From an optimization exercise on the open Yosys and OpenROAD flow, aimed at small area; shortcuts taken in it are not production practice.
Where RTL was checked, it was by simulation tests only, not by an equivalence proof against the original.

== job 101 ==
## router_5p
module router_5p
(input clk,rst,
 input [1:0] X_address , Y_address,
 input [7:0]Data_in_L, Data_in_N, Data_in_S, Data_in_E, Data_in_W,
 output [7:0]Data_out_L, Data_out_N, Data_out_S, Data_out_E, Data_out_W,
 input val_in_L, val_in_N, val_in_S, val_in_E, val_in_W,
 output ret_in_L, ret_in_N, ret_in_S, ret_in_E, ret_in_W,
 input ret_out_L, ret_out_N, ret_out_S, ret_out_E, ret_out_W,
 output val_out_L, val_out_N, val_out_S, val_out_E, val_out_W
    );
wire [7:0] In_L, In_N, In_E, In_S, In_W;
wire [4:0] v, grant;    
FIFO_Buffer INPUT_L(.clk(clk), .rst(rst), .Data_in(Data_in_L), .val(val_in_L), .grant(grant[0]), .ret(ret_in_L), .head(In_L), .v(v[0]));
FIFO_Buffer INPUT_N(.clk(clk), .rst(rst), .Data_in(Data_in_N), .val(val_in_N), .grant(grant[1]), .ret(ret_in_N), .head(In_N), .v(v[1]));
FIFO_Buffer INPUT_E(.clk(clk), .rst(rst), .Data_in(Data_in_E), .val(val_in_E), .grant(grant[2]), .ret(ret_in_E), .head(In_E), .v(v[2]));
FIFO_Buffer INPUT_S(.clk(clk), .rst(rst), .Data_in(Data_in_S), .val(val_in_S), .grant(grant[3]), .ret(ret_in_S), .head(In_S), .v(v[3]));
FIFO_Buffer INPUT_W(.clk(clk), .rst(rst), .Data_in(Data_in_W), .val(val_in_W), .grant(grant[4]), .ret(ret_in_W), .head(In_W), .v(v[4]));
switch SW(.clk(clk), .rst(rst), .X_cur(X_address), .Y_cur(Y_address),
	.In_L(In_L), .In_N(In_N), .In_E(In_E), .In_S(In_S), .In_W(In_W),
	.v(v), .full({ret_out_W, ret_out_S, ret_out_E, ret_out_N, ret_out_L}), .grant(grant),
	.Out_L(Data_out_L), .Out_N(Data_out_N), .Out_E(Data_out_E), .Out_S(Data_out_S), .Out_W(Data_out_W));
assign val_out_L = ~ret_out_L & (|Data_out_L);
assign val_out_N = ~ret_out_N & (|Data_out_N);
assign val_out_E = ~ret_out_E & (|Data_out_E);
assign val_out_S = ~ret_out_S & (|Data_out_S);
assign val_out_W = ~ret_out_W & (|Data_out_W);
endmodule
Size in the first run: about 920 cells after synthesis, roughly 110 I/O pins, ~11000 um^2 of cells after synthesis.
==> flow/config.mk <==
export PLATFORM = sky130hd
export DESIGN_NAME = router_5p
export DESIGN_NICKNAME = router_5p
export VERILOG_FILES = /design/flow/design.v
export SDC_FILE = /design/flow/constraint.sdc
export NUM_CORES = 4
export LEC_CHECK = 0
export CAP_MARGIN = 20
export CORE_MARGIN = 2
export CORE_UTILIZATION = 40
export PLACE_DENSITY = 0.6
export SLEW_MARGIN = 20
==> flow/constraint.sdc <==
create_clock -name core_clock -period 5.0 [get_ports {clk}]
set_input_delay 1.0000 -clock core_clock [delete_from_list [all_inputs] [get_ports {clk}]]
set_output_delay 1.0000 -clock core_clock [all_outputs]
set_load 0.01 [all_outputs]
standard.sh (not shown) runs the stock make flow with config.mk's settings and CLKGATE_MAP_FILE= SYNTH_SCRIPT=/design/flow/synth_recipe.tcl, a recipe that flattens the netlist after the stock synthesis.
==> flow/flow/run.sh <==
#!/bin/bash
# Standard layout, except that the port buffers use the smallest buffer cell.
set -euo pipefail
export BUFFER_PORTS_ARGS="-buffer_cell sky130_fd_sc_hd__buf_1"
bash standard.sh > standard_flow.log 2>&1
Job 101 finished all stages; the layout is clean.
For job 102, these inputs were changed with respect to job 101:
Settings: setting CTS_BUF_LIST to sky130_fd_sc_hd__clkbuf_4 for the first time.
==> flow/run.sh (new file) <==
#!/bin/bash
# synth_recipe.tcl (not shown) runs the flow's synth.tcl, then flattens the netlist and writes it again
# the make line also repeats each setting of config.mk as NAME=value (left out here)
make -C /OpenROAD-flow-scripts/flow DESIGN_CONFIG=/design/flow/config.mk WORK_HOME=/design/flow/orfs CLKGATE_MAP_FILE= SYNTH_SCRIPT=/design/flow/synth_recipe.tcl finish
removed: flow/flow/run.sh
removed: flow/standard.sh
## What came out
- Summary of job 102 over job 101: fraction of area in non-clock buffers now larger, count of final hold-check violations was more or less identical, y dimension of the die was more or less identical, post-route standard cell area excluding fillers higher, synthesized cell count held.
- Against job 101, clock skew in job 102 came out worse.
- Vias: job 102 more than job 101
- Cell type of the slowest stage on the worst timing path: sky130_fd_sc_hd__mux2i_1 -> job 101, sky130_fd_sc_hd__dfrtp_1 -> job 102
No run of this note included a check of the RTL's function; only the layout flow was run.


router_5p, a different RTL version from the one above (not shown whole).
Size: about 820 cells after synthesis, roughly 220 flip-flops, about 110 I/O pins, about 9700 um2 of cells after synthesis.
==> flow/design.v (excerpt) <==
module router_5p
(input clk,rst,
 input [1:0] X_address , Y_address,
 input [7:0]Data_in_L, Data_in_N, Data_in_S, Data_in_E, Data_in_W,
 output [7:0]Data_out_L, Data_out_N, Data_out_S, Data_out_E, Data_out_W,
 input val_in_L, val_in_N, val_in_S, val_in_E, val_in_W,
 output ret_in_L, ret_in_N, ret_in_S, ret_in_E, ret_in_W,
 input ret_out_L, ret_out_N, ret_out_S, ret_out_E, ret_out_W,
 output val_out_L, val_out_N, val_out_S, val_out_E, val_out_W
    );
clock: 5.0 ns
lec_check: 0
cap_margin: 20
core_margin: 2
core_utilization: 40
cts_cluster_diameter: 100
cts_cluster_size: 25
gpl_timing_driven: 0
place_density: 0.6
slew_margin: 20
==> flow/flow/run.sh <==
#!/bin/bash
# Standard layout (standard.sh) with two changes:
#  - ABC maps the logic for area: flow/abc_map.script replaces ORFS's abc_speed.script
#    in a copy of ORFS's scripts folder; the rest of the synthesis is unchanged.
#  - the port buffers use the smallest buffer cell.
set -euo pipefail
rm -rf myscripts
cp -r "$FLOW_HOME/scripts" myscripts
cp flow/abc_map.script myscripts/abc_speed.script
export SCRIPTS_DIR="$PWD/myscripts"
export BUFFER_PORTS_ARGS="-buffer_cell sky130_fd_sc_hd__buf_1"
bash standard.sh > standard_flow.log 2>&1
==> flow/flow/abc_map.script <==
strash
&get -n
&st
&synch2
&dch -f
&put
amap
topo
Edit:
--- a/flow/flow/run.sh
+++ b/flow/flow/run.sh
@@ -1,3 +1,3 @@
 #!/bin/bash
-# Standard layout (standard.sh) with two changes:
+# Standard layout (standard.sh) with these changes:
 #  - ABC maps the logic for area: flow/abc_map.script replaces ORFS's abc_speed.script
@@ -5,2 +5,4 @@
 #  - the port buffers use the smallest buffer cell.
+#  - adders are left to ABC (no ADDER_MAP_FILE), as the rest of the logic.
+#  - clock tree: clusters of up to 30 sinks within 120 um, a clkbuf_4 root, no dummy loads.
 set -euo pipefail
@@ -11,2 +13,4 @@
 export BUFFER_PORTS_ARGS="-buffer_cell sky130_fd_sc_hd__buf_1"
+export ADDER_MAP_FILE=""
+export CTS_ARGS="-sink_clustering_enable -repair_clock_nets -sink_clustering_size 30 -sink_clustering_max_diameter 120 -dont_use_dummy_load -root_buf sky130_fd_sc_hd__clkbuf_4"
 bash standard.sh > standard_flow.log 2>&1
==> flow/flow/abc_map.script (replaced) <==
strash
&get -n
&st
&synch2
&dch
&put
amap
topo
CTS_CLUSTER_DIAMETER = 120   (was 100)
CTS_CLUSTER_SIZE = 30   (was 25)
Result: The changed run completed without violations; clock skew increases by 0.038 ns; global-route usage is about the same; routed wire length is about the same; count of clock-buffer cells in the layout decreases by 8.
Edit:
==> flow/flow/run.sh (replaced) <==
#!/bin/bash
# Standard layout (standard.sh) with two changes:
#  - ABC maps the logic for area: flow/abc_map.script replaces ORFS's abc_speed.script
#    in a copy of ORFS's scripts folder; the rest of the synthesis is unchanged.
#  - the port buffers use the smallest buffer cell.
#  - adders are left to ABC (no ADDER_MAP_FILE), as the rest of the logic.
set -euo pipefail
rm -rf myscripts
cp -r "$FLOW_HOME/scripts" myscripts
cp flow/abc_map.script myscripts/abc_speed.script
export SCRIPTS_DIR="$PWD/myscripts"
export BUFFER_PORTS_ARGS="-buffer_cell sky130_fd_sc_hd__buf_1"
export ADDER_MAP_FILE=""
export CTS_ARGS="-sink_clustering_enable -repair_clock_nets -sink_clustering_size 30 -sink_clustering_max_diameter 120 -dont_use_dummy_load"
bash standard.sh > standard_flow.log 2>&1
==> flow/flow/abc_map.script (replaced) <==
strash
&get -n
&st
&synch2
&dch -f
&put
amap
topo
After rerunning: The changed run passed the timing, DRC and antenna checks; fmax goes up by about 2.7%; setup slack gets better by 0.13 ns; clock skew barely changes.
Edit:
--- a/flow/flow/run.sh
+++ b/flow/flow/run.sh
@@ -5,3 +5,2 @@
 #  - the port buffers use the smallest buffer cell.
-#  - adders are left to ABC (no ADDER_MAP_FILE), as the rest of the logic.
 set -euo pipefail
@@ -12,4 +11,2 @@
 export BUFFER_PORTS_ARGS="-buffer_cell sky130_fd_sc_hd__buf_1"
-export ADDER_MAP_FILE=""
-export CTS_ARGS="-sink_clustering_enable -repair_clock_nets -sink_clustering_size 30 -sink_clustering_max_diameter 120 -dont_use_dummy_load"
 bash standard.sh > standard_flow.log 2>&1
Result: The changed run produced a clean layout. Count of clock-buffer cells in the layout went up by 5. Design area rose by 1.4%. Worst hold slack gets worse by 0.066 ns. Non-clock buffer count stays the same.
Edit:
--- a/flow/flow/run.sh
+++ b/flow/flow/run.sh
@@ -5,2 +5,3 @@
 #  - the port buffers use the smallest buffer cell.
+#  - adders are left to ABC (no ADDER_MAP_FILE), as the rest of the logic.
 set -euo pipefail
@@ -11,2 +12,4 @@
 export BUFFER_PORTS_ARGS="-buffer_cell sky130_fd_sc_hd__buf_1"
+export ADDER_MAP_FILE=""
+export CTS_ARGS="-sink_clustering_enable -repair_clock_nets -sink_clustering_size 30 -sink_clustering_max_diameter 120 -dont_use_dummy_load -root_buf sky130_fd_sc_hd__clkbuf_4"
 bash standard.sh > standard_flow.log 2>&1
Utilization grows by 0.22 points. Worst hold slack is worse by 0.025 ns. Area after synthesis shrinks by 1.2%. Clock-buffer cell count shrinks by 5. First-iteration DRC count shrinks by 0.99%. Worst setup slack is better by 0.046 ns. Die area shrinks by 1.2%. Critical path depth grows by 2. Cell area shrinks by 1.9%.
Edit:
--- a/flow/flow/run.sh
+++ b/flow/flow/run.sh
@@ -1,3 +1,3 @@
 #!/bin/bash
-# Standard layout (standard.sh) with two changes:
+# Standard layout (standard.sh) with these changes:
 #  - ABC maps the logic for area: flow/abc_map.script replaces ORFS's abc_speed.script
@@ -6,2 +6,3 @@
 #  - adders are left to ABC (no ADDER_MAP_FILE), as the rest of the logic.
+#  - clock tree: clusters of up to 30 sinks within 120 um, a clkbuf_4 root, no dummy loads.
 set -euo pipefail
Maximum frequency stays the same. Worst setup slack does not change. Design area is unchanged. Routed wire length stays the same. Via count stays the same. Cell count does not change. Global-route usage stays the same. Sequential cell count is unchanged. Die area is unchanged. First-iteration DRC count stays the same.

port drivers added, routing unchanged:
No port has a modelled driver above. Below, the same layouts with a new extraction and two added sets of constraints. Step 1: set_driving_cell puts a clkbuf_16 on clk and a buf_2 on each other input, an assumption about the parent block. Step 2 moves the port delays by t, midway between the first and last clock arrival at a register: inputs arrive t later, outputs are due t later. That takes back most of the time a late clock gives input paths. a / b / c = ideal / step 1 / step 2; a / b = the first two.
| run | t, ns | setup WS [ns] | worst register clock-pin slew, ns | pins driven straight from the clock port |
|---|---|---|---|---|
| job 101 | 0.580 | 0.334 / 0.282 / 0.825 | 0.07 / 0.07 | 1 |
| job 102 | 0.732 | 0.107 / 0.061 / 0.793 | 0.07 / 0.07 | 1 |
| the first run of note 2 | 0.524 | 0.186 / 0.134 / 0.659 | 0.10 / 0.10 | 1 |
| the second run of note 2 | 0.647 | 0.163 / 0.122 / 0.769 | 0.12 / 0.12 | 1 |
| the third run of note 2 | 0.489 | 0.289 / 0.243 / 0.732 | 0.11 / 0.11 | 1 |
| the fourth run of note 2 | 0.516 | 0.198 / 0.148 / 0.664 | 0.11 / 0.11 | 1 |
| the fifth run of note 2 | 0.611 | 0.243 / 0.205 / 0.816 | 0.11 / 0.11 | 1 |
| the sixth run of note 2 | 0.611 | 0.243 / 0.205 / 0.816 | 0.11 / 0.11 | 1 |
After both steps setup and hold are still met in every run listed.
